This is an optimization exercise on Yosys and OpenROAD, whose aim is small area, a short achievable clock period and few clock cycles per item, not a production implementation.
Where RTL was checked, it was by simulation tests only, not by an equivalence proof against the original.
Function not checked in run 2: the RTL went through the layout flow alone.
No activity file was given, so power comes from the tool's default toggle rates.

==> flow/design.v (outline; a module is shown in full before it is edited, if it fits) <==
// module matrix_mul: 1937 lines
module matrix_mul (
    input wire clk,
    input wire rst_n,
    input wire [127:0] matrix_a,
    input wire [127:0] matrix_b,
    input wire start,
    output wire done,
    output reg [255:0] result
);
  // ...
==> flow/flow/run.sh <==
#!/bin/bash
# The standard layout with two changes:
#  - every input and output port gets a 1x buffer (sky130_fd_sc_hd__buf_1)
#    instead of the default delay buffer;
#  - after synthesis, flow/fa_polarity.tcl picks the polarity of each full
#    adder so that fewer inverters sit between adders (no register changes).
# make's output goes to standard.log; each ORFS step logs under orfs/logs/.
set -euo pipefail
export BUFFER_PORTS_ARGS="-buffer_cell sky130_fd_sc_hd__buf_1"
export POST_SYNTH_TCL="$PWD/flow/fa_polarity.tcl"
bash standard.sh finish > standard.log 2>&1
==> flow/flow/fa_polarity.tcl <==
# Remove inverters around full-adder cells.
#
# A full adder is self-dual: FA(~a, ~b, ~c) = (~sum, ~cout). Yosys's adder
# extraction picks each adder's polarity on its own, which leaves inverters
# between adders. This chooses, for every sky130_fd_sc_hd__fa_* cell, whether
# to implement it as is or with all its inputs and outputs complemented, so
# that as few inverters as possible are needed, then rebuilds the inverters.
# Only combinational cells change; registers, ports and port nets do not.

# ORFS sources this from inside a proc; run it at global level instead.
if {[info level] > 0} {
  uplevel #0 [list source [info script]]
  return
}

proc fp_log {msg} { puts "fa_polarity: $msg" }

set fp_block [ord::get_db_block]
set fp_inv_master [[ord::get_db] findMaster sky130_fd_sc_hd__inv_1]

proc fp_is_inv {inst} {
  return [string match "sky130_fd_sc_hd__inv_*" [[$inst getMaster] getName]]
}
proc fp_is_fa {inst} {
  return [string match "sky130_fd_sc_hd__fa_*" [[$inst getMaster] getName]]
}
proc fp_pin {inst name} {
  foreach it [$inst getITerms] {
    if {[[$it getMTerm] getName] eq $name} { return $it }
  }
  return ""
}
proc fp_driver {net} {
  foreach it [$net getITerms] {
    if {[$it isOutputSignal]} { return $it }
  }
  return ""
}

# Inverters that are free to go: input and output nets are not port nets.
set fp_invs {}
foreach inst [$fp_block getInsts] {
  if {![fp_is_inv $inst]} { continue }
  set a [[fp_pin $inst A] getNet]
  set y [[fp_pin $inst Y] getNet]
  if {$a eq "" || $y eq ""} { continue }
  if {[llength [$a getBTerms]] || [llength [$y getBTerms]]} { continue }
  set ::fp_free([$inst getId]) 1
  lappend fp_invs $inst
}

# root and polarity of each net: follow free inverters back to their source.
proc fp_root {net} {
  set pol 0
  set n $net
  for {set i 0} {$i < 64} {incr i} {
    set d [fp_driver $n]
    if {$d eq ""} { break }
    set inst [$d getInst]
    if {![info exists ::fp_free([$inst getId])]} { break }
    set n [[fp_pin $inst A] getNet]
    set pol [expr {!$pol}]
  }
  return [list $n $pol]
}

# Loads: every input pin of a cell that is not a free inverter, and every
# output port, with the root net and polarity it needs.
# roots(net) -> list of {iterm pol fa_id}; fa_id is "" for a non-adder load.
array set fp_loads {}
array set fp_rootnet {}
set fp_nloads 0
foreach inst [$fp_block getInsts] {
  if {[info exists ::fp_free([$inst getId])]} { continue }
  set fa [expr {[fp_is_fa $inst] ? [$inst getId] : ""}]
  foreach it [$inst getITerms] {
    if {![$it isInputSignal]} { continue }
    set net [$it getNet]
    if {$net eq ""} { continue }
    lassign [fp_root $net] r pol
    set rid [$r getId]
    set fp_rootnet($rid) $r
    lappend fp_loads($rid) [list $it $pol $fa]
    incr fp_nloads
  }
}

# Adders: which roots they drive and which roots they read.
array set fp_flip {}
array set fp_drives {}
array set fp_reads {}
array set fp_drvfa {}
foreach inst [$fp_block getInsts] {
  if {![fp_is_fa $inst]} { continue }
  set id [$inst getId]
  set fp_flip($id) 0
  set fp_drives($id) {}
  set fp_reads($id) {}
  foreach p {SUM COUT} {
    set it [fp_pin $inst $p]
    set net [$it getNet]
    if {$net eq ""} { continue }
    set fp_drvfa([$net getId]) $id
    set fp_rootnet([$net getId]) $net
    lappend fp_drives($id) [$net getId]
  }
  foreach p {A B CIN} {
    set net [[fp_pin $inst $p] getNet]
    if {$net eq ""} { continue }
    lappend fp_reads($id) [[lindex [fp_root $net] 0] getId]
  }
}

proc fp_cost {rid} {
  if {![info exists ::fp_loads($rid)]} { return 0 }
  set phys 0
  if {[info exists ::fp_drvfa($rid)]} { set phys $::fp_flip($::fp_drvfa($rid)) }
  foreach l $::fp_loads($rid) {
    lassign $l it pol fa
    if {$fa ne ""} { set pol [expr {$pol ^ $::fp_flip($fa)}] }
    if {$pol != $phys} { return 1 }
  }
  return 0
}
proc fp_touch {id} {
  return [lsort -unique [concat $::fp_drives($id) $::fp_reads($id)]]
}

set fp_total 0
foreach rid [array names fp_loads] { incr fp_total [fp_cost $rid] }
fp_log "free inverters [llength $fp_invs], adders [array size fp_flip], inverted roots before $fp_total"

# Local search: flip an adder while that lowers the count.
for {set pass 0} {$pass < 20} {incr pass} {
  set gain 0
  foreach id [array names fp_flip] {
    set t [fp_touch $id]
    set before 0
    foreach r $t { incr before [fp_cost $r] }
    set fp_flip($id) [expr {!$fp_flip($id)}]
    set after 0
    foreach r $t { incr after [fp_cost $r] }
    if {$after < $before} {
      incr gain [expr {$before - $after}]
    } else {
      set fp_flip($id) [expr {!$fp_flip($id)}]
    }
  }
  fp_log "pass $pass: saved $gain"
  if {$gain == 0} { break }
}
set fp_total 0
foreach rid [array names fp_loads] { incr fp_total [fp_cost $rid] }
fp_log "inverted roots after $fp_total"

# Rebuild: drop the free inverters, connect each load to its root or to one
# new inverter of that root.
foreach inst $fp_invs {
  foreach it [$inst getITerms] { $it disconnect }
  odb::dbInst_destroy $inst
}
set fp_new 0
foreach rid [array names fp_loads] {
  set r $fp_rootnet($rid)
  set phys 0
  if {[info exists fp_drvfa($rid)]} { set phys $fp_flip($fp_drvfa($rid)) }
  set inv ""
  foreach l $fp_loads($rid) {
    lassign $l it pol fa
    if {$fa ne ""} { set pol [expr {$pol ^ $fp_flip($fa)}] }
    set old [$it getNet]
    if {$pol == $phys} {
      set want $r
    } else {
      if {$inv eq ""} {
        incr fp_new
        set inv [odb::dbNet_create $fp_block "fa_pol_n$fp_new"]
        set ii [odb::dbInst_create $fp_block $fp_inv_master "fa_pol_inv$fp_new"]
        [fp_pin $ii A] connect $r
        [fp_pin $ii Y] connect $inv
      }
      set want $inv
    }
    if {$old ne $want} {
      $it disconnect
      $it connect $want
    }
  }
}
# Nets left without pins: the inverters' old outputs.
set fp_gone 0
foreach net [$fp_block getNets] {
  if {[llength [$net getITerms]] == 0 && [llength [$net getBTerms]] == 0} {
    odb::dbNet_destroy $net
    incr fp_gone
  }
}
fp_log "removed $fp_gone empty nets"
fp_log "inverters now $fp_new"
==> flow/standard.sh <==
#!/bin/bash
# synth_recipe.tcl (not shown) runs the flow's synth.tcl, then flattens the netlist and writes it again
# the make line also repeats each setting of config.mk as NAME=value (left out here)
make -C /OpenROAD-flow-scripts/flow DESIGN_CONFIG=/design/flow/config.mk WORK_HOME=/design/flow/orfs CLKGATE_MAP_FILE= SYNTH_SCRIPT=/design/flow/synth_recipe.tcl "${@:-finish}"
==> flow/config.mk <==
export PLATFORM = sky130hd
export DESIGN_NAME = matrix_mul
export DESIGN_NICKNAME = matrix_mul
export VERILOG_FILES = /design/flow/design.v
export SDC_FILE = /design/flow/constraint.sdc
export NUM_CORES = 4
export LEC_CHECK = 0
export CAP_MARGIN = 20
export CORE_MARGIN = 2
export CORE_UTILIZATION = 40
export SLEW_MARGIN = 20
==> flow/constraint.sdc <==
create_clock -name core_clock -period 8.0 [get_ports {clk}]
set_input_delay 1.6000 -clock core_clock [delete_from_list [all_inputs] [get_ports {clk}]]
set_output_delay 1.6000 -clock core_clock [all_outputs]
set_load 0.01 [all_outputs]
==> run notes, run 1 <==
Slew Viols, Final=0; commonest non-fill, non-tap cell in the layout=nor2_1; post-synthesis average cell area=9.43 µm²; biggest regs=result (256), st (4); dominant kind of cell=multi-input gates; Setup violations, final=0; fmax=0.159 GHz; final hold violation count=0; bufs w/o clock=662; first-pass GRT wire length=208 mm; initial antenna violation count=4; Overall Power=22.8 mW; crit path kind=reg -> reg; number of hold buffers added after CTS=0; Syn Nets=5758; Top cell by count, worst path=fa_1; share of layout cells above drive strength 1=8.24%; cts repair resizes=0; Total Wirelength=134 mm; clock power share=8.5%; Required @ worst endpoint=8.53 ns; Max-Cap Viols=0; status=no timing/DRC/antenna violations; Leakage=22.8 nW; port bufs=515; ANT cells=1; per-cell routed wire length=21.7 µm; R2R cell count=15; crit-path max FO=29; max reg flops=256; gr usage total=26.1%; routed via count=33329; number of fillers in the final layout=9809; WHS Endpoint=result[80]; total gr overflow=0; DR vias/cell=5.39; Worst Skew=0.0228 ns; Placer Congestion=0.894
Testbench counts, summed over its fixed seeds: cycles 1,528, items 256.
==> inputs of run 2 (changes only) <==
--- a/flow/design.v
+++ b/flow/design.v
@@ -3,40 +3,45 @@
     input wire clk,
     input wire rst_n,
     input wire [127:0] matrix_a,
     input wire [127:0] matrix_b,
     input wire start,
     output wire done,
     output reg [255:0] result
 );
-    reg [3:0] st;
+    reg [4:0] st;
     assign done = ~|st;
     always @(posedge clk or negedge rst_n) begin
         if (!rst_n)
-            st <= 4'b0001;
+            st <= 5'b00001;
         else
-            st <= {st[2], st[1], st[0] & start, (st[0] | done) & ~start};
+            st <= {st[3], st[2], st[1], st[0] & start, (st[0] | done) & ~start};
     end
-    reg [7:0] av [0:3];
-    reg [7:0] bv [0:3];
+    reg [31:0] opa;    
+    reg [31:0] opb;    
+    reg [31:0] na, nb;
     integer r, k;
     always @(*) begin
-        for (r = 0; r < 4; r = r + 1) begin
-            av[r] = 8'd0;
-            bv[r] = 8'd0;
+        na = 32'd0;
+        nb = 32'd0;
+        for (r = 0; r < 4; r = r + 1)
             for (k = 0; k < 4; k = k + 1) begin
-                av[r] = av[r] | (matrix_a[(r*4 + k)*8 +: 8] & {8{st[k]}});
-                bv[r] = bv[r] | (matrix_b[(k*4 + r)*8 +: 8] & {8{st[k]}});
+                na[r*8 +: 8] = na[r*8 +: 8] | (matrix_a[(r*4 + k)*8 +: 8] & {8{st[k]}});
+                nb[r*8 +: 8] = nb[r*8 +: 8] | (matrix_b[(k*4 + r)*8 +: 8] & {8{st[k]}});
             end
-        end
     end
-    wire [7:0] a0 = av[0];
-    wire [7:0] b0 = bv[0];
-    wire [15:0] q0 = result[15:0] & {16{~st[0]}};
+    always @(posedge clk) begin
+        opa <= na;
+        opb <= nb;
+    end
+    wire first = st[0] | st[1];
+    wire [7:0] a0 = opa[7:0];
+    wire [7:0] b0 = opb[7:0];
+    wire [15:0] q0 = result[15:0] & {16{~first}};
     wire [15:0] n0;
     wire e0_s1 = (a0[0] & b0[5]) ^ (a0[1] & b0[4]);
     wire e0_c1 = (a0[0] & b0[5]) & (a0[1] & b0[4]);
     wire e0_s2 = (a0[0] & b0[6]) ^ (a0[1] & b0[5]) ^ (a0[2] & b0[4]);
     wire e0_c2 = ((a0[0] & b0[6]) & (a0[1] & b0[5])) | ((a0[0] & b0[6]) & (a0[2] & b0[4])) | ((a0[1] & b0[5]) & (a0[2] & b0[4]));
     wire e0_s3 = (a0[3] & b0[3]) ^ (a0[4] & b0[2]);
     wire e0_c3 = (a0[3] & b0[3]) & (a0[4] & b0[2]);
     wire e0_s4 = (a0[0] & b0[7]) ^ (a0[1] & b0[6]) ^ (a0[2] & b0[5]);
@@ -142,19 +147,19 @@
     wire e0_s54 = e0_c29 ^ e0_s41 ^ e0_c40;
     wire e0_c54 = (e0_c29 & e0_s41) | (e0_c29 & e0_c40) | (e0_s41 & e0_c40);
     wire e0_s55 = e0_c30 ^ e0_s42 ^ e0_c41;
     wire e0_c55 = (e0_c30 & e0_s42) | (e0_c30 & e0_c41) | (e0_s42 & e0_c41);
     wire e0_s56 = (a0[7] & b0[7]) ^ q0[14] ^ e0_c42;
     wire e0_c56 = ((a0[7] & b0[7]) & q0[14]) | ((a0[7] & b0[7]) & e0_c42) | (q0[14] & e0_c42);
     assign n0 = {e0_c56, e0_c55, e0_c54, e0_c53, e0_c52, e0_c51, e0_c50, e0_c49, e0_c48, e0_c47, e0_c46, e0_c45, e0_c44, e0_c43, e0_s43, (a0[0] & b0[0])}
                  + {q0[15], e0_s56, e0_s55, e0_s54, e0_s53, e0_s52, e0_s51, e0_s50, e0_s49, e0_s48, e0_s47, e0_s46, e0_s45, e0_s44, q0[1], q0[0]};
-    wire [7:0] a1 = av[0];
-    wire [7:0] b1 = bv[1];
-    wire [15:0] q1 = result[31:16] & {16{~st[0]}};
+    wire [7:0] a1 = opa[7:0];
+    wire [7:0] b1 = opb[15:8];
+    wire [15:0] q1 = result[31:16] & {16{~first}};
     wire [15:0] n1;
     wire e1_s1 = (a1[0] & b1[5]) ^ (a1[1] & b1[4]);
     wire e1_c1 = (a1[0] & b1[5]) & (a1[1] & b1[4]);
     wire e1_s2 = (a1[0] & b1[6]) ^ (a1[1] & b1[5]) ^ (a1[2] & b1[4]);
     wire e1_c2 = ((a1[0] & b1[6]) & (a1[1] & b1[5])) | ((a1[0] & b1[6]) & (a1[2] & b1[4])) | ((a1[1] & b1[5]) & (a1[2] & b1[4]));
     wire e1_s3 = (a1[3] & b1[3]) ^ (a1[4] & b1[2]);
     wire e1_c3 = (a1[3] & b1[3]) & (a1[4] & b1[2]);
     wire e1_s4 = (a1[0] & b1[7]) ^ (a1[1] & b1[6]) ^ (a1[2] & b1[5]);
@@ -260,19 +265,19 @@
     wire e1_s54 = e1_c29 ^ e1_s41 ^ e1_c40;
     wire e1_c54 = (e1_c29 & e1_s41) | (e1_c29 & e1_c40) | (e1_s41 & e1_c40);
     wire e1_s55 = e1_c30 ^ e1_s42 ^ e1_c41;
     wire e1_c55 = (e1_c30 & e1_s42) | (e1_c30 & e1_c41) | (e1_s42 & e1_c41);
     wire e1_s56 = (a1[7] & b1[7]) ^ q1[14] ^ e1_c42;
     wire e1_c56 = ((a1[7] & b1[7]) & q1[14]) | ((a1[7] & b1[7]) & e1_c42) | (q1[14] & e1_c42);
     assign n1 = {e1_c56, e1_c55, e1_c54, e1_c53, e1_c52, e1_c51, e1_c50, e1_c49, e1_c48, e1_c47, e1_c46, e1_c45, e1_c44, e1_c43, e1_s43, (a1[0] & b1[0])}
                  + {q1[15], e1_s56, e1_s55, e1_s54, e1_s53, e1_s52, e1_s51, e1_s50, e1_s49, e1_s48, e1_s47, e1_s46, e1_s45, e1_s44, q1[1], q1[0]};
-    wire [7:0] a2 = av[0];
-    wire [7:0] b2 = bv[2];
-    wire [15:0] q2 = result[47:32] & {16{~st[0]}};
+    wire [7:0] a2 = opa[7:0];
+    wire [7:0] b2 = opb[23:16];
+    wire [15:0] q2 = result[47:32] & {16{~first}};
     wire [15:0] n2;
     wire e2_s1 = (a2[0] & b2[5]) ^ (a2[1] & b2[4]);
     wire e2_c1 = (a2[0] & b2[5]) & (a2[1] & b2[4]);
     wire e2_s2 = (a2[0] & b2[6]) ^ (a2[1] & b2[5]) ^ (a2[2] & b2[4]);
     wire e2_c2 = ((a2[0] & b2[6]) & (a2[1] & b2[5])) | ((a2[0] & b2[6]) & (a2[2] & b2[4])) | ((a2[1] & b2[5]) & (a2[2] & b2[4]));
     wire e2_s3 = (a2[3] & b2[3]) ^ (a2[4] & b2[2]);
     wire e2_c3 = (a2[3] & b2[3]) & (a2[4] & b2[2]);
     wire e2_s4 = (a2[0] & b2[7]) ^ (a2[1] & b2[6]) ^ (a2[2] & b2[5]);
@@ -378,19 +383,19 @@
     wire e2_s54 = e2_c29 ^ e2_s41 ^ e2_c40;
     wire e2_c54 = (e2_c29 & e2_s41) | (e2_c29 & e2_c40) | (e2_s41 & e2_c40);
     wire e2_s55 = e2_c30 ^ e2_s42 ^ e2_c41;
     wire e2_c55 = (e2_c30 & e2_s42) | (e2_c30 & e2_c41) | (e2_s42 & e2_c41);
     wire e2_s56 = (a2[7] & b2[7]) ^ q2[14] ^ e2_c42;
     wire e2_c56 = ((a2[7] & b2[7]) & q2[14]) | ((a2[7] & b2[7]) & e2_c42) | (q2[14] & e2_c42);
     assign n2 = {e2_c56, e2_c55, e2_c54, e2_c53, e2_c52, e2_c51, e2_c50, e2_c49, e2_c48, e2_c47, e2_c46, e2_c45, e2_c44, e2_c43, e2_s43, (a2[0] & b2[0])}
                  + {q2[15], e2_s56, e2_s55, e2_s54, e2_s53, e2_s52, e2_s51, e2_s50, e2_s49, e2_s48, e2_s47, e2_s46, e2_s45, e2_s44, q2[1], q2[0]};
-    wire [7:0] a3 = av[0];
-    wire [7:0] b3 = bv[3];
-    wire [15:0] q3 = result[63:48] & {16{~st[0]}};
+    wire [7:0] a3 = opa[7:0];
+    wire [7:0] b3 = opb[31:24];
+    wire [15:0] q3 = result[63:48] & {16{~first}};
     wire [15:0] n3;
     wire e3_s1 = (a3[0] & b3[5]) ^ (a3[1] & b3[4]);
     wire e3_c1 = (a3[0] & b3[5]) & (a3[1] & b3[4]);
     wire e3_s2 = (a3[0] & b3[6]) ^ (a3[1] & b3[5]) ^ (a3[2] & b3[4]);
     wire e3_c2 = ((a3[0] & b3[6]) & (a3[1] & b3[5])) | ((a3[0] & b3[6]) & (a3[2] & b3[4])) | ((a3[1] & b3[5]) & (a3[2] & b3[4]));
     wire e3_s3 = (a3[3] & b3[3]) ^ (a3[4] & b3[2]);
     wire e3_c3 = (a3[3] & b3[3]) & (a3[4] & b3[2]);
     wire e3_s4 = (a3[0] & b3[7]) ^ (a3[1] & b3[6]) ^ (a3[2] & b3[5]);
@@ -496,19 +501,19 @@
     wire e3_s54 = e3_c29 ^ e3_s41 ^ e3_c40;
     wire e3_c54 = (e3_c29 & e3_s41) | (e3_c29 & e3_c40) | (e3_s41 & e3_c40);
     wire e3_s55 = e3_c30 ^ e3_s42 ^ e3_c41;
     wire e3_c55 = (e3_c30 & e3_s42) | (e3_c30 & e3_c41) | (e3_s42 & e3_c41);
     wire e3_s56 = (a3[7] & b3[7]) ^ q3[14] ^ e3_c42;
     wire e3_c56 = ((a3[7] & b3[7]) & q3[14]) | ((a3[7] & b3[7]) & e3_c42) | (q3[14] & e3_c42);
     assign n3 = {e3_c56, e3_c55, e3_c54, e3_c53, e3_c52, e3_c51, e3_c50, e3_c49, e3_c48, e3_c47, e3_c46, e3_c45, e3_c44, e3_c43, e3_s43, (a3[0] & b3[0])}
                  + {q3[15], e3_s56, e3_s55, e3_s54, e3_s53, e3_s52, e3_s51, e3_s50, e3_s49, e3_s48, e3_s47, e3_s46, e3_s45, e3_s44, q3[1], q3[0]};
-    wire [7:0] a4 = av[1];
-    wire [7:0] b4 = bv[0];
-    wire [15:0] q4 = result[79:64] & {16{~st[0]}};
+    wire [7:0] a4 = opa[15:8];
+    wire [7:0] b4 = opb[7:0];
+    wire [15:0] q4 = result[79:64] & {16{~first}};
     wire [15:0] n4;
     wire e4_s1 = (a4[0] & b4[5]) ^ (a4[1] & b4[4]);
     wire e4_c1 = (a4[0] & b4[5]) & (a4[1] & b4[4]);
     wire e4_s2 = (a4[0] & b4[6]) ^ (a4[1] & b4[5]) ^ (a4[2] & b4[4]);
     wire e4_c2 = ((a4[0] & b4[6]) & (a4[1] & b4[5])) | ((a4[0] & b4[6]) & (a4[2] & b4[4])) | ((a4[1] & b4[5]) & (a4[2] & b4[4]));
     wire e4_s3 = (a4[3] & b4[3]) ^ (a4[4] & b4[2]);
     wire e4_c3 = (a4[3] & b4[3]) & (a4[4] & b4[2]);
     wire e4_s4 = (a4[0] & b4[7]) ^ (a4[1] & b4[6]) ^ (a4[2] & b4[5]);
@@ -614,19 +619,19 @@
     wire e4_s54 = e4_c29 ^ e4_s41 ^ e4_c40;
     wire e4_c54 = (e4_c29 & e4_s41) | (e4_c29 & e4_c40) | (e4_s41 & e4_c40);
     wire e4_s55 = e4_c30 ^ e4_s42 ^ e4_c41;
     wire e4_c55 = (e4_c30 & e4_s42) | (e4_c30 & e4_c41) | (e4_s42 & e4_c41);
     wire e4_s56 = (a4[7] & b4[7]) ^ q4[14] ^ e4_c42;
     wire e4_c56 = ((a4[7] & b4[7]) & q4[14]) | ((a4[7] & b4[7]) & e4_c42) | (q4[14] & e4_c42);
     assign n4 = {e4_c56, e4_c55, e4_c54, e4_c53, e4_c52, e4_c51, e4_c50, e4_c49, e4_c48, e4_c47, e4_c46, e4_c45, e4_c44, e4_c43, e4_s43, (a4[0] & b4[0])}
                  + {q4[15], e4_s56, e4_s55, e4_s54, e4_s53, e4_s52, e4_s51, e4_s50, e4_s49, e4_s48, e4_s47, e4_s46, e4_s45, e4_s44, q4[1], q4[0]};
-    wire [7:0] a5 = av[1];
-    wire [7:0] b5 = bv[1];
-    wire [15:0] q5 = result[95:80] & {16{~st[0]}};
+    wire [7:0] a5 = opa[15:8];
+    wire [7:0] b5 = opb[15:8];
+    wire [15:0] q5 = result[95:80] & {16{~first}};
     wire [15:0] n5;
     wire e5_s1 = (a5[0] & b5[5]) ^ (a5[1] & b5[4]);
     wire e5_c1 = (a5[0] & b5[5]) & (a5[1] & b5[4]);
     wire e5_s2 = (a5[0] & b5[6]) ^ (a5[1] & b5[5]) ^ (a5[2] & b5[4]);
     wire e5_c2 = ((a5[0] & b5[6]) & (a5[1] & b5[5])) | ((a5[0] & b5[6]) & (a5[2] & b5[4])) | ((a5[1] & b5[5]) & (a5[2] & b5[4]));
     wire e5_s3 = (a5[3] & b5[3]) ^ (a5[4] & b5[2]);
     wire e5_c3 = (a5[3] & b5[3]) & (a5[4] & b5[2]);
     wire e5_s4 = (a5[0] & b5[7]) ^ (a5[1] & b5[6]) ^ (a5[2] & b5[5]);
@@ -732,19 +737,19 @@
     wire e5_s54 = e5_c29 ^ e5_s41 ^ e5_c40;
     wire e5_c54 = (e5_c29 & e5_s41) | (e5_c29 & e5_c40) | (e5_s41 & e5_c40);
     wire e5_s55 = e5_c30 ^ e5_s42 ^ e5_c41;
     wire e5_c55 = (e5_c30 & e5_s42) | (e5_c30 & e5_c41) | (e5_s42 & e5_c41);
     wire e5_s56 = (a5[7] & b5[7]) ^ q5[14] ^ e5_c42;
     wire e5_c56 = ((a5[7] & b5[7]) & q5[14]) | ((a5[7] & b5[7]) & e5_c42) | (q5[14] & e5_c42);
     assign n5 = {e5_c56, e5_c55, e5_c54, e5_c53, e5_c52, e5_c51, e5_c50, e5_c49, e5_c48, e5_c47, e5_c46, e5_c45, e5_c44, e5_c43, e5_s43, (a5[0] & b5[0])}
                  + {q5[15], e5_s56, e5_s55, e5_s54, e5_s53, e5_s52, e5_s51, e5_s50, e5_s49, e5_s48, e5_s47, e5_s46, e5_s45, e5_s44, q5[1], q5[0]};
-    wire [7:0] a6 = av[1];
-    wire [7:0] b6 = bv[2];
-    wire [15:0] q6 = result[111:96] & {16{~st[0]}};
+    wire [7:0] a6 = opa[15:8];
+    wire [7:0] b6 = opb[23:16];
+    wire [15:0] q6 = result[111:96] & {16{~first}};
     wire [15:0] n6;
     wire e6_s1 = (a6[0] & b6[5]) ^ (a6[1] & b6[4]);
     wire e6_c1 = (a6[0] & b6[5]) & (a6[1] & b6[4]);
     wire e6_s2 = (a6[0] & b6[6]) ^ (a6[1] & b6[5]) ^ (a6[2] & b6[4]);
     wire e6_c2 = ((a6[0] & b6[6]) & (a6[1] & b6[5])) | ((a6[0] & b6[6]) & (a6[2] & b6[4])) | ((a6[1] & b6[5]) & (a6[2] & b6[4]));
     wire e6_s3 = (a6[3] & b6[3]) ^ (a6[4] & b6[2]);
     wire e6_c3 = (a6[3] & b6[3]) & (a6[4] & b6[2]);
     wire e6_s4 = (a6[0] & b6[7]) ^ (a6[1] & b6[6]) ^ (a6[2] & b6[5]);
@@ -850,19 +855,19 @@
     wire e6_s54 = e6_c29 ^ e6_s41 ^ e6_c40;
     wire e6_c54 = (e6_c29 & e6_s41) | (e6_c29 & e6_c40) | (e6_s41 & e6_c40);
     wire e6_s55 = e6_c30 ^ e6_s42 ^ e6_c41;
     wire e6_c55 = (e6_c30 & e6_s42) | (e6_c30 & e6_c41) | (e6_s42 & e6_c41);
     wire e6_s56 = (a6[7] & b6[7]) ^ q6[14] ^ e6_c42;
     wire e6_c56 = ((a6[7] & b6[7]) & q6[14]) | ((a6[7] & b6[7]) & e6_c42) | (q6[14] & e6_c42);
     assign n6 = {e6_c56, e6_c55, e6_c54, e6_c53, e6_c52, e6_c51, e6_c50, e6_c49, e6_c48, e6_c47, e6_c46, e6_c45, e6_c44, e6_c43, e6_s43, (a6[0] & b6[0])}
                  + {q6[15], e6_s56, e6_s55, e6_s54, e6_s53, e6_s52, e6_s51, e6_s50, e6_s49, e6_s48, e6_s47, e6_s46, e6_s45, e6_s44, q6[1], q6[0]};
-    wire [7:0] a7 = av[1];
-    wire [7:0] b7 = bv[3];
-    wire [15:0] q7 = result[127:112] & {16{~st[0]}};
+    wire [7:0] a7 = opa[15:8];
+    wire [7:0] b7 = opb[31:24];
+    wire [15:0] q7 = result[127:112] & {16{~first}};
     wire [15:0] n7;
     wire e7_s1 = (a7[0] & b7[5]) ^ (a7[1] & b7[4]);
     wire e7_c1 = (a7[0] & b7[5]) & (a7[1] & b7[4]);
     wire e7_s2 = (a7[0] & b7[6]) ^ (a7[1] & b7[5]) ^ (a7[2] & b7[4]);
     wire e7_c2 = ((a7[0] & b7[6]) & (a7[1] & b7[5])) | ((a7[0] & b7[6]) & (a7[2] & b7[4])) | ((a7[1] & b7[5]) & (a7[2] & b7[4]));
     wire e7_s3 = (a7[3] & b7[3]) ^ (a7[4] & b7[2]);
     wire e7_c3 = (a7[3] & b7[3]) & (a7[4] & b7[2]);
     wire e7_s4 = (a7[0] & b7[7]) ^ (a7[1] & b7[6]) ^ (a7[2] & b7[5]);
@@ -968,19 +973,19 @@
     wire e7_s54 = e7_c29 ^ e7_s41 ^ e7_c40;
     wire e7_c54 = (e7_c29 & e7_s41) | (e7_c29 & e7_c40) | (e7_s41 & e7_c40);
     wire e7_s55 = e7_c30 ^ e7_s42 ^ e7_c41;
     wire e7_c55 = (e7_c30 & e7_s42) | (e7_c30 & e7_c41) | (e7_s42 & e7_c41);
     wire e7_s56 = (a7[7] & b7[7]) ^ q7[14] ^ e7_c42;
     wire e7_c56 = ((a7[7] & b7[7]) & q7[14]) | ((a7[7] & b7[7]) & e7_c42) | (q7[14] & e7_c42);
     assign n7 = {e7_c56, e7_c55, e7_c54, e7_c53, e7_c52, e7_c51, e7_c50, e7_c49, e7_c48, e7_c47, e7_c46, e7_c45, e7_c44, e7_c43, e7_s43, (a7[0] & b7[0])}
                  + {q7[15], e7_s56, e7_s55, e7_s54, e7_s53, e7_s52, e7_s51, e7_s50, e7_s49, e7_s48, e7_s47, e7_s46, e7_s45, e7_s44, q7[1], q7[0]};
-    wire [7:0] a8 = av[2];
-    wire [7:0] b8 = bv[0];
-    wire [15:0] q8 = result[143:128] & {16{~st[0]}};
+    wire [7:0] a8 = opa[23:16];
+    wire [7:0] b8 = opb[7:0];
+    wire [15:0] q8 = result[143:128] & {16{~first}};
     wire [15:0] n8;
     wire e8_s1 = (a8[0] & b8[5]) ^ (a8[1] & b8[4]);
     wire e8_c1 = (a8[0] & b8[5]) & (a8[1] & b8[4]);
     wire e8_s2 = (a8[0] & b8[6]) ^ (a8[1] & b8[5]) ^ (a8[2] & b8[4]);
     wire e8_c2 = ((a8[0] & b8[6]) & (a8[1] & b8[5])) | ((a8[0] & b8[6]) & (a8[2] & b8[4])) | ((a8[1] & b8[5]) & (a8[2] & b8[4]));
     wire e8_s3 = (a8[3] & b8[3]) ^ (a8[4] & b8[2]);
     wire e8_c3 = (a8[3] & b8[3]) & (a8[4] & b8[2]);
     wire e8_s4 = (a8[0] & b8[7]) ^ (a8[1] & b8[6]) ^ (a8[2] & b8[5]);
@@ -1086,19 +1091,19 @@
     wire e8_s54 = e8_c29 ^ e8_s41 ^ e8_c40;
     wire e8_c54 = (e8_c29 & e8_s41) | (e8_c29 & e8_c40) | (e8_s41 & e8_c40);
     wire e8_s55 = e8_c30 ^ e8_s42 ^ e8_c41;
     wire e8_c55 = (e8_c30 & e8_s42) | (e8_c30 & e8_c41) | (e8_s42 & e8_c41);
     wire e8_s56 = (a8[7] & b8[7]) ^ q8[14] ^ e8_c42;
     wire e8_c56 = ((a8[7] & b8[7]) & q8[14]) | ((a8[7] & b8[7]) & e8_c42) | (q8[14] & e8_c42);
     assign n8 = {e8_c56, e8_c55, e8_c54, e8_c53, e8_c52, e8_c51, e8_c50, e8_c49, e8_c48, e8_c47, e8_c46, e8_c45, e8_c44, e8_c43, e8_s43, (a8[0] & b8[0])}
                  + {q8[15], e8_s56, e8_s55, e8_s54, e8_s53, e8_s52, e8_s51, e8_s50, e8_s49, e8_s48, e8_s47, e8_s46, e8_s45, e8_s44, q8[1], q8[0]};
-    wire [7:0] a9 = av[2];
-    wire [7:0] b9 = bv[1];
-    wire [15:0] q9 = result[159:144] & {16{~st[0]}};
+    wire [7:0] a9 = opa[23:16];
+    wire [7:0] b9 = opb[15:8];
+    wire [15:0] q9 = result[159:144] & {16{~first}};
     wire [15:0] n9;
     wire e9_s1 = (a9[0] & b9[5]) ^ (a9[1] & b9[4]);
     wire e9_c1 = (a9[0] & b9[5]) & (a9[1] & b9[4]);
     wire e9_s2 = (a9[0] & b9[6]) ^ (a9[1] & b9[5]) ^ (a9[2] & b9[4]);
     wire e9_c2 = ((a9[0] & b9[6]) & (a9[1] & b9[5])) | ((a9[0] & b9[6]) & (a9[2] & b9[4])) | ((a9[1] & b9[5]) & (a9[2] & b9[4]));
     wire e9_s3 = (a9[3] & b9[3]) ^ (a9[4] & b9[2]);
     wire e9_c3 = (a9[3] & b9[3]) & (a9[4] & b9[2]);
     wire e9_s4 = (a9[0] & b9[7]) ^ (a9[1] & b9[6]) ^ (a9[2] & b9[5]);
@@ -1204,19 +1209,19 @@
     wire e9_s54 = e9_c29 ^ e9_s41 ^ e9_c40;
     wire e9_c54 = (e9_c29 & e9_s41) | (e9_c29 & e9_c40) | (e9_s41 & e9_c40);
     wire e9_s55 = e9_c30 ^ e9_s42 ^ e9_c41;
     wire e9_c55 = (e9_c30 & e9_s42) | (e9_c30 & e9_c41) | (e9_s42 & e9_c41);
     wire e9_s56 = (a9[7] & b9[7]) ^ q9[14] ^ e9_c42;
     wire e9_c56 = ((a9[7] & b9[7]) & q9[14]) | ((a9[7] & b9[7]) & e9_c42) | (q9[14] & e9_c42);
     assign n9 = {e9_c56, e9_c55, e9_c54, e9_c53, e9_c52, e9_c51, e9_c50, e9_c49, e9_c48, e9_c47, e9_c46, e9_c45, e9_c44, e9_c43, e9_s43, (a9[0] & b9[0])}
                  + {q9[15], e9_s56, e9_s55, e9_s54, e9_s53, e9_s52, e9_s51, e9_s50, e9_s49, e9_s48, e9_s47, e9_s46, e9_s45, e9_s44, q9[1], q9[0]};
-    wire [7:0] a10 = av[2];
-    wire [7:0] b10 = bv[2];
-    wire [15:0] q10 = result[175:160] & {16{~st[0]}};
+    wire [7:0] a10 = opa[23:16];
+    wire [7:0] b10 = opb[23:16];
+    wire [15:0] q10 = result[175:160] & {16{~first}};
     wire [15:0] n10;
     wire e10_s1 = (a10[0] & b10[5]) ^ (a10[1] & b10[4]);
     wire e10_c1 = (a10[0] & b10[5]) & (a10[1] & b10[4]);
     wire e10_s2 = (a10[0] & b10[6]) ^ (a10[1] & b10[5]) ^ (a10[2] & b10[4]);
     wire e10_c2 = ((a10[0] & b10[6]) & (a10[1] & b10[5])) | ((a10[0] & b10[6]) & (a10[2] & b10[4])) | ((a10[1] & b10[5]) & (a10[2] & b10[4]));
     wire e10_s3 = (a10[3] & b10[3]) ^ (a10[4] & b10[2]);
     wire e10_c3 = (a10[3] & b10[3]) & (a10[4] & b10[2]);
     wire e10_s4 = (a10[0] & b10[7]) ^ (a10[1] & b10[6]) ^ (a10[2] & b10[5]);
@@ -1322,19 +1327,19 @@
     wire e10_s54 = e10_c29 ^ e10_s41 ^ e10_c40;
     wire e10_c54 = (e10_c29 & e10_s41) | (e10_c29 & e10_c40) | (e10_s41 & e10_c40);
     wire e10_s55 = e10_c30 ^ e10_s42 ^ e10_c41;
     wire e10_c55 = (e10_c30 & e10_s42) | (e10_c30 & e10_c41) | (e10_s42 & e10_c41);
     wire e10_s56 = (a10[7] & b10[7]) ^ q10[14] ^ e10_c42;
     wire e10_c56 = ((a10[7] & b10[7]) & q10[14]) | ((a10[7] & b10[7]) & e10_c42) | (q10[14] & e10_c42);
     assign n10 = {e10_c56, e10_c55, e10_c54, e10_c53, e10_c52, e10_c51, e10_c50, e10_c49, e10_c48, e10_c47, e10_c46, e10_c45, e10_c44, e10_c43, e10_s43, (a10[0] & b10[0])}
                  + {q10[15], e10_s56, e10_s55, e10_s54, e10_s53, e10_s52, e10_s51, e10_s50, e10_s49, e10_s48, e10_s47, e10_s46, e10_s45, e10_s44, q10[1], q10[0]};
-    wire [7:0] a11 = av[2];
-    wire [7:0] b11 = bv[3];
-    wire [15:0] q11 = result[191:176] & {16{~st[0]}};
+    wire [7:0] a11 = opa[23:16];
+    wire [7:0] b11 = opb[31:24];
+    wire [15:0] q11 = result[191:176] & {16{~first}};
     wire [15:0] n11;
     wire e11_s1 = (a11[0] & b11[5]) ^ (a11[1] & b11[4]);
     wire e11_c1 = (a11[0] & b11[5]) & (a11[1] & b11[4]);
     wire e11_s2 = (a11[0] & b11[6]) ^ (a11[1] & b11[5]) ^ (a11[2] & b11[4]);
     wire e11_c2 = ((a11[0] & b11[6]) & (a11[1] & b11[5])) | ((a11[0] & b11[6]) & (a11[2] & b11[4])) | ((a11[1] & b11[5]) & (a11[2] & b11[4]));
     wire e11_s3 = (a11[3] & b11[3]) ^ (a11[4] & b11[2]);
     wire e11_c3 = (a11[3] & b11[3]) & (a11[4] & b11[2]);
     wire e11_s4 = (a11[0] & b11[7]) ^ (a11[1] & b11[6]) ^ (a11[2] & b11[5]);
@@ -1440,19 +1445,19 @@
     wire e11_s54 = e11_c29 ^ e11_s41 ^ e11_c40;
     wire e11_c54 = (e11_c29 & e11_s41) | (e11_c29 & e11_c40) | (e11_s41 & e11_c40);
     wire e11_s55 = e11_c30 ^ e11_s42 ^ e11_c41;
     wire e11_c55 = (e11_c30 & e11_s42) | (e11_c30 & e11_c41) | (e11_s42 & e11_c41);
     wire e11_s56 = (a11[7] & b11[7]) ^ q11[14] ^ e11_c42;
     wire e11_c56 = ((a11[7] & b11[7]) & q11[14]) | ((a11[7] & b11[7]) & e11_c42) | (q11[14] & e11_c42);
     assign n11 = {e11_c56, e11_c55, e11_c54, e11_c53, e11_c52, e11_c51, e11_c50, e11_c49, e11_c48, e11_c47, e11_c46, e11_c45, e11_c44, e11_c43, e11_s43, (a11[0] & b11[0])}
                  + {q11[15], e11_s56, e11_s55, e11_s54, e11_s53, e11_s52, e11_s51, e11_s50, e11_s49, e11_s48, e11_s47, e11_s46, e11_s45, e11_s44, q11[1], q11[0]};
-    wire [7:0] a12 = av[3];
-    wire [7:0] b12 = bv[0];
-    wire [15:0] q12 = result[207:192] & {16{~st[0]}};
+    wire [7:0] a12 = opa[31:24];
+    wire [7:0] b12 = opb[7:0];
+    wire [15:0] q12 = result[207:192] & {16{~first}};
     wire [15:0] n12;
     wire e12_s1 = (a12[0] & b12[5]) ^ (a12[1] & b12[4]);
     wire e12_c1 = (a12[0] & b12[5]) & (a12[1] & b12[4]);
     wire e12_s2 = (a12[0] & b12[6]) ^ (a12[1] & b12[5]) ^ (a12[2] & b12[4]);
     wire e12_c2 = ((a12[0] & b12[6]) & (a12[1] & b12[5])) | ((a12[0] & b12[6]) & (a12[2] & b12[4])) | ((a12[1] & b12[5]) & (a12[2] & b12[4]));
     wire e12_s3 = (a12[3] & b12[3]) ^ (a12[4] & b12[2]);
     wire e12_c3 = (a12[3] & b12[3]) & (a12[4] & b12[2]);
     wire e12_s4 = (a12[0] & b12[7]) ^ (a12[1] & b12[6]) ^ (a12[2] & b12[5]);
@@ -1558,19 +1563,19 @@
     wire e12_s54 = e12_c29 ^ e12_s41 ^ e12_c40;
     wire e12_c54 = (e12_c29 & e12_s41) | (e12_c29 & e12_c40) | (e12_s41 & e12_c40);
     wire e12_s55 = e12_c30 ^ e12_s42 ^ e12_c41;
     wire e12_c55 = (e12_c30 & e12_s42) | (e12_c30 & e12_c41) | (e12_s42 & e12_c41);
     wire e12_s56 = (a12[7] & b12[7]) ^ q12[14] ^ e12_c42;
     wire e12_c56 = ((a12[7] & b12[7]) & q12[14]) | ((a12[7] & b12[7]) & e12_c42) | (q12[14] & e12_c42);
     assign n12 = {e12_c56, e12_c55, e12_c54, e12_c53, e12_c52, e12_c51, e12_c50, e12_c49, e12_c48, e12_c47, e12_c46, e12_c45, e12_c44, e12_c43, e12_s43, (a12[0] & b12[0])}
                  + {q12[15], e12_s56, e12_s55, e12_s54, e12_s53, e12_s52, e12_s51, e12_s50, e12_s49, e12_s48, e12_s47, e12_s46, e12_s45, e12_s44, q12[1], q12[0]};
-    wire [7:0] a13 = av[3];
-    wire [7:0] b13 = bv[1];
-    wire [15:0] q13 = result[223:208] & {16{~st[0]}};
+    wire [7:0] a13 = opa[31:24];
+    wire [7:0] b13 = opb[15:8];
+    wire [15:0] q13 = result[223:208] & {16{~first}};
     wire [15:0] n13;
     wire e13_s1 = (a13[0] & b13[5]) ^ (a13[1] & b13[4]);
     wire e13_c1 = (a13[0] & b13[5]) & (a13[1] & b13[4]);
     wire e13_s2 = (a13[0] & b13[6]) ^ (a13[1] & b13[5]) ^ (a13[2] & b13[4]);
     wire e13_c2 = ((a13[0] & b13[6]) & (a13[1] & b13[5])) | ((a13[0] & b13[6]) & (a13[2] & b13[4])) | ((a13[1] & b13[5]) & (a13[2] & b13[4]));
     wire e13_s3 = (a13[3] & b13[3]) ^ (a13[4] & b13[2]);
     wire e13_c3 = (a13[3] & b13[3]) & (a13[4] & b13[2]);
     wire e13_s4 = (a13[0] & b13[7]) ^ (a13[1] & b13[6]) ^ (a13[2] & b13[5]);
@@ -1676,19 +1681,19 @@
     wire e13_s54 = e13_c29 ^ e13_s41 ^ e13_c40;
     wire e13_c54 = (e13_c29 & e13_s41) | (e13_c29 & e13_c40) | (e13_s41 & e13_c40);
     wire e13_s55 = e13_c30 ^ e13_s42 ^ e13_c41;
     wire e13_c55 = (e13_c30 & e13_s42) | (e13_c30 & e13_c41) | (e13_s42 & e13_c41);
     wire e13_s56 = (a13[7] & b13[7]) ^ q13[14] ^ e13_c42;
     wire e13_c56 = ((a13[7] & b13[7]) & q13[14]) | ((a13[7] & b13[7]) & e13_c42) | (q13[14] & e13_c42);
     assign n13 = {e13_c56, e13_c55, e13_c54, e13_c53, e13_c52, e13_c51, e13_c50, e13_c49, e13_c48, e13_c47, e13_c46, e13_c45, e13_c44, e13_c43, e13_s43, (a13[0] & b13[0])}
                  + {q13[15], e13_s56, e13_s55, e13_s54, e13_s53, e13_s52, e13_s51, e13_s50, e13_s49, e13_s48, e13_s47, e13_s46, e13_s45, e13_s44, q13[1], q13[0]};
-    wire [7:0] a14 = av[3];
-    wire [7:0] b14 = bv[2];
-    wire [15:0] q14 = result[239:224] & {16{~st[0]}};
+    wire [7:0] a14 = opa[31:24];
+    wire [7:0] b14 = opb[23:16];
+    wire [15:0] q14 = result[239:224] & {16{~first}};
     wire [15:0] n14;
     wire e14_s1 = (a14[0] & b14[5]) ^ (a14[1] & b14[4]);
     wire e14_c1 = (a14[0] & b14[5]) & (a14[1] & b14[4]);
     wire e14_s2 = (a14[0] & b14[6]) ^ (a14[1] & b14[5]) ^ (a14[2] & b14[4]);
     wire e14_c2 = ((a14[0] & b14[6]) & (a14[1] & b14[5])) | ((a14[0] & b14[6]) & (a14[2] & b14[4])) | ((a14[1] & b14[5]) & (a14[2] & b14[4]));
     wire e14_s3 = (a14[3] & b14[3]) ^ (a14[4] & b14[2]);
     wire e14_c3 = (a14[3] & b14[3]) & (a14[4] & b14[2]);
     wire e14_s4 = (a14[0] & b14[7]) ^ (a14[1] & b14[6]) ^ (a14[2] & b14[5]);
@@ -1794,19 +1799,19 @@
     wire e14_s54 = e14_c29 ^ e14_s41 ^ e14_c40;
     wire e14_c54 = (e14_c29 & e14_s41) | (e14_c29 & e14_c40) | (e14_s41 & e14_c40);
     wire e14_s55 = e14_c30 ^ e14_s42 ^ e14_c41;
     wire e14_c55 = (e14_c30 & e14_s42) | (e14_c30 & e14_c41) | (e14_s42 & e14_c41);
     wire e14_s56 = (a14[7] & b14[7]) ^ q14[14] ^ e14_c42;
     wire e14_c56 = ((a14[7] & b14[7]) & q14[14]) | ((a14[7] & b14[7]) & e14_c42) | (q14[14] & e14_c42);
     assign n14 = {e14_c56, e14_c55, e14_c54, e14_c53, e14_c52, e14_c51, e14_c50, e14_c49, e14_c48, e14_c47, e14_c46, e14_c45, e14_c44, e14_c43, e14_s43, (a14[0] & b14[0])}
                  + {q14[15], e14_s56, e14_s55, e14_s54, e14_s53, e14_s52, e14_s51, e14_s50, e14_s49, e14_s48, e14_s47, e14_s46, e14_s45, e14_s44, q14[1], q14[0]};
-    wire [7:0] a15 = av[3];
-    wire [7:0] b15 = bv[3];
-    wire [15:0] q15 = result[255:240] & {16{~st[0]}};
+    wire [7:0] a15 = opa[31:24];
+    wire [7:0] b15 = opb[31:24];
+    wire [15:0] q15 = result[255:240] & {16{~first}};
     wire [15:0] n15;
     wire e15_s1 = (a15[0] & b15[5]) ^ (a15[1] & b15[4]);
     wire e15_c1 = (a15[0] & b15[5]) & (a15[1] & b15[4]);
     wire e15_s2 = (a15[0] & b15[6]) ^ (a15[1] & b15[5]) ^ (a15[2] & b15[4]);
     wire e15_c2 = ((a15[0] & b15[6]) & (a15[1] & b15[5])) | ((a15[0] & b15[6]) & (a15[2] & b15[4])) | ((a15[1] & b15[5]) & (a15[2] & b15[4]));
     wire e15_s3 = (a15[3] & b15[3]) ^ (a15[4] & b15[2]);
     wire e15_c3 = (a15[3] & b15[3]) & (a15[4] & b15[2]);
     wire e15_s4 = (a15[0] & b15[7]) ^ (a15[1] & b15[6]) ^ (a15[2] & b15[5]);
==> run 2 against run 1 <==
  * Die area is 7.3% higher
  * Register-to-register slack better by 0.67 ns
  * Sequential share of layout area is 2.4 points higher
  * Maximum frequency is 12% higher
  * Synthesized cell count is 1.2% higher
  * Wire length is 4.9% lower
  * Via count is 2.3% lower
  * Combinational power is 8% lower
  * Cell area is 3.2% higher
  * Largest power group unchanged
==> run notes, run 2 <==
post-synthesis cell area=0.0440 mm² (was 0.0410 mm²); share of layout cells above drive strength 1=3.87% (was 8.24%); CP peak stage delay=1.19 ns (was 0.96 ns); clock power share=10.3% (was 8.5%); Placed Cells incl. Taps=6133 (was 6116); Total Wirelength=127 mm (was 134 mm); first-pass GRT wire length=201 mm (was 208 mm); max_slew headroom=25.4% (was 26.4%); final hold violation count=0 (unchanged); status=no timing/DRC/antenna violations (unchanged); final setup margin=2.37 ns (was 1.70 ns); commonest non-fill, non-tap cell in the layout=and2_1 (was nor2_1); DRT iter0 DRCs=1430 (was 2203); setup_tns=0 ns (unchanged); buffers inserted by post-CTS timing repair=0 (unchanged); total gr overflow=0 (unchanged); vias in the first global route=34571 (was 35089); Setup violations, final=0 (unchanged); most frequent cells in the layout=and2_1 (1124), fa_1 (784), buf_1 (515) (was nor2_1 (1032), fa_1 (784), buf_1 (515)); Detailed Place HPWL=94.8 mm (was 108 mm); H-tree depth=2 (unchanged); DR vias/cell=5.23 (was 5.39); Most flops, register=result (unchanged); PD cells=458 mW/mm² (was 480 mW/mm²); CP max stage cell=dfstp_4 (was a221oi_4); maximum vdd ir drop=0.000198 V (was 0.000273 V); number of I/O pins=516 (unchanged); sw power=11.1 mW (was 11.6 mW); Placer Congestion=0.827 (was 0.894); critical path endpoint category=register (unchanged); yosys warns=1 (was 3); routed via count=32557 (was 33329); height of the die=336 µm (was 324 µm); Least-Margin Pin Slew=1.12 ns (was 1.10 ns); startpoint types=register (unchanged); fmax=0.178 GHz (was 0.159 GHz); DRC viols=0 (unchanged); Worst Skew=0.0303 ns (was 0.0228 ns); Slew Viols, Final=0 (unchanged); gr usage total=23.0% (was 26.1%); Core Area=0.109 mm² (was 0.102 mm²); Root Buffer=clkbuf_16 (unchanged); port bufs=515 (unchanged); Place WS=2.45 ns (was 0.998 ns); antenna viol nets, final=0 (unchanged); Die ar.=0.113 mm² (was 0.105 mm²); cell internal pwr=11.3 mW (was 11.1 mW); Top cell by count, worst path=fa_1 (unchanged); post-synthesis average cell area=10.0 µm² (was 9.43 µm²); Leakage=23.9 nW (was 22.8 nW); clock transition at the registers of the reported paths=0.06 ns (about the same); crit-path max FO=115 (was 29); Logic pwr share=74.0% (was 79.0%); Nets=6181 (was 6201); post-layout util=44.9% (was 46.6%); largest net degree at the start of global routing=116 (was 119); max reg flops=256 (unchanged); number of fillers in the final layout=10421 (was 9809); Critical Path AT=6.17 ns (was 6.83 ns); Syn Nets=5811 (was 5758); Required @ worst endpoint=8.54 ns (was 8.53 ns); unrepaired setup endpoints after global routing=false (unchanged); sequential share of power=15.7% (was 12.5%); cts repair resizes=0 (unchanged); Tightest Hold Check Type=reg -> reg (unchanged); Period Utilization, post-route=70.3% (was 78.8%); initial core utilization=40.4% (was 40.3%); P&R area growth vs syn=11.1% (was 15.7%); CP Cell Sequence=nor2_4 -> buf_12 -> and2_1 -> ha_1 -> fa_1 -> inv_1 -> fa_1 -> fa_1 -> inv_1 -> ha_1 -> and2_1 -> and3_1 -> nand3_1 -> nor3_1 -> or3_1 -> a21oi_1 -> xnor2_1 (was buf_4 -> a221oi_4 -> buf_4 -> nor2_1 -> fa_1 -> fa_1 -> fa_1 -> fa_1 -> ha_1 -> and3_1 -> a211o_1 -> a21oi_1 -> o21ai_0 -> a21oi_1 -> xnor2_1); switching part of the total power=49.7% (was 51.1%); CTS Sinks=325 (was 260); Num CTS Buffers=49 (was 39); Max-Cap Viols=0 (unchanged); crit path time final=5.63 ns (was 6.30 ns); biggest regs=result (256), opa (32), opb (32) (was result (256), st (4)); Multi-input gate area=0.0359 mm² (was 0.0352 mm²); Post-Syn Instances=4400 (was 4347); crit path kind=reg -> reg (unchanged); Clock Latency Late Sink=0.64 ns (was 0.60 ns); Final Non-Filler Cells=6221 (was 6187); number of hold buffers added after CTS=0 (unchanged); per-cell routed wire length=20.5 µm (was 21.7 µm); Pre-Repair DR Iteration Count=6 (was 5); Die Width=336 µm (was 324 µm); register area=0.00657 mm² (was 0.00524 mm²); Row Count=121 (was 117); CTS max path bufs=3 (unchanged); initial antenna violation count=5 (was 4); TritonCTS clock tree=done (unchanged); Overall Power=22.4 mW (was 22.8 mW)
-- run 2: worst paths after layout --
path / from / endpoint / slack (ns) / depth (start not counted)
min in group asynchronous: rst_n / st[1] / 0.82 / 1
hold / removal: st[4] / st[0] / 0.51 / 3
setup / recovery: st[0] / result[254] / 2.37 / 17
hold reg to reg: st[4] / st[0] / 0.51 / 3
max in group asynchronous: rst_n / st[0] / 6.91 / 1
setup reg to reg: st[0] / result[254] / 2.37 / 17
-- run 2: critical path, delay by kind of cell (launching register included) --
family          cells  cell delay, ns
buf+inv             3            0.36
compound gates      1            0.18
simple gates        7            1.40
fa+ha+maj           5            2.11
flops               1            1.19
xor+xnor            1            0.13
-- run 2: power groups by stage --
stage	registers, mW	logic, mW	clock network, mW
after CTS	3.54	16.7	2.38
after global placement	3.58	16.3	0
after detailed placement	3.56	16.6	0
after floorplan	3.28	12.7	0
final	3.52	16.6	2.31
after global routing	3.62	18.9	2.44
-- run 2: layer usage --
layer  wire [µm]  up-vias  GRT usage, %  share of wire [%]
met5          20        -             0              0.016
met4        2690        2          5.56                2.1
met3        5820      120          3.29                4.6
met2       61500      695          38.8                 48
met1       57400    16680          31.0                 45
li1            -    15060             -                  -
-- run 2: final cells by class --
| class | count | share of cell area, % |
|---|---|---|
| repair buffers | 568 | 4.81 |
| flip-flops and latches | 325 | 13.4 |
| inverters | 171 | 1.31 |
| clock inverters | 15 | 0.480 |
| diodes | 3 | 0.0153 |
| well taps | 1414 | 3.61 |
| multi-input cells | 3655 | 73.4 |
| clock buffers | 70 | 2.94 |
-- run 2: per-stage QoR --
stage          cell area, µm²  hold slack [ns]
2_1_floorplan           44000            0.373
3_3_place_gp            47300            0.507
3_5_place_dp            47300            0.500
4_1_cts                 49000            0.511
5_1_grt                 49000            0.553
6_report                49000            0.514

[afterwards: timing with drivers on the ports]
The results above use ideal ports. As a check the final layouts listed here were re-extracted and re-timed, cells and wires unchanged. Step 1, drivers: a clkbuf_16 drives clk and a buf_2 each remaining input, both assumed. Step 2 moves the port delays by t, midway between the first and last clock arrival at a register: inputs arrive t later, outputs are due t later. That takes back most of the time a late clock gives input paths. Slacks: ideal ports / drivers / drivers and shift; pairs: ideal ports / drivers.
run | t (ns) | setup WS [ns] | hold WS [ns] | slew at the worst register clock pin (ns) | pins driven straight from the clock port
run 1 | 0.662 | 1.700 / 1.700 / 1.093 | 0.596 / 0.596 / 0.596 | 0.07 / 0.07 | 1
run 2 | 0.696 | 2.374 / 2.374 / 2.374 | 0.514 / 0.514 / 0.514 | 0.06 / 0.06 | 1
After both steps every run listed still meets setup and hold. For run 1, which loses most, drivers alone change the setup slack by 0.000 ns; drivers and shift together by -0.607 ns.
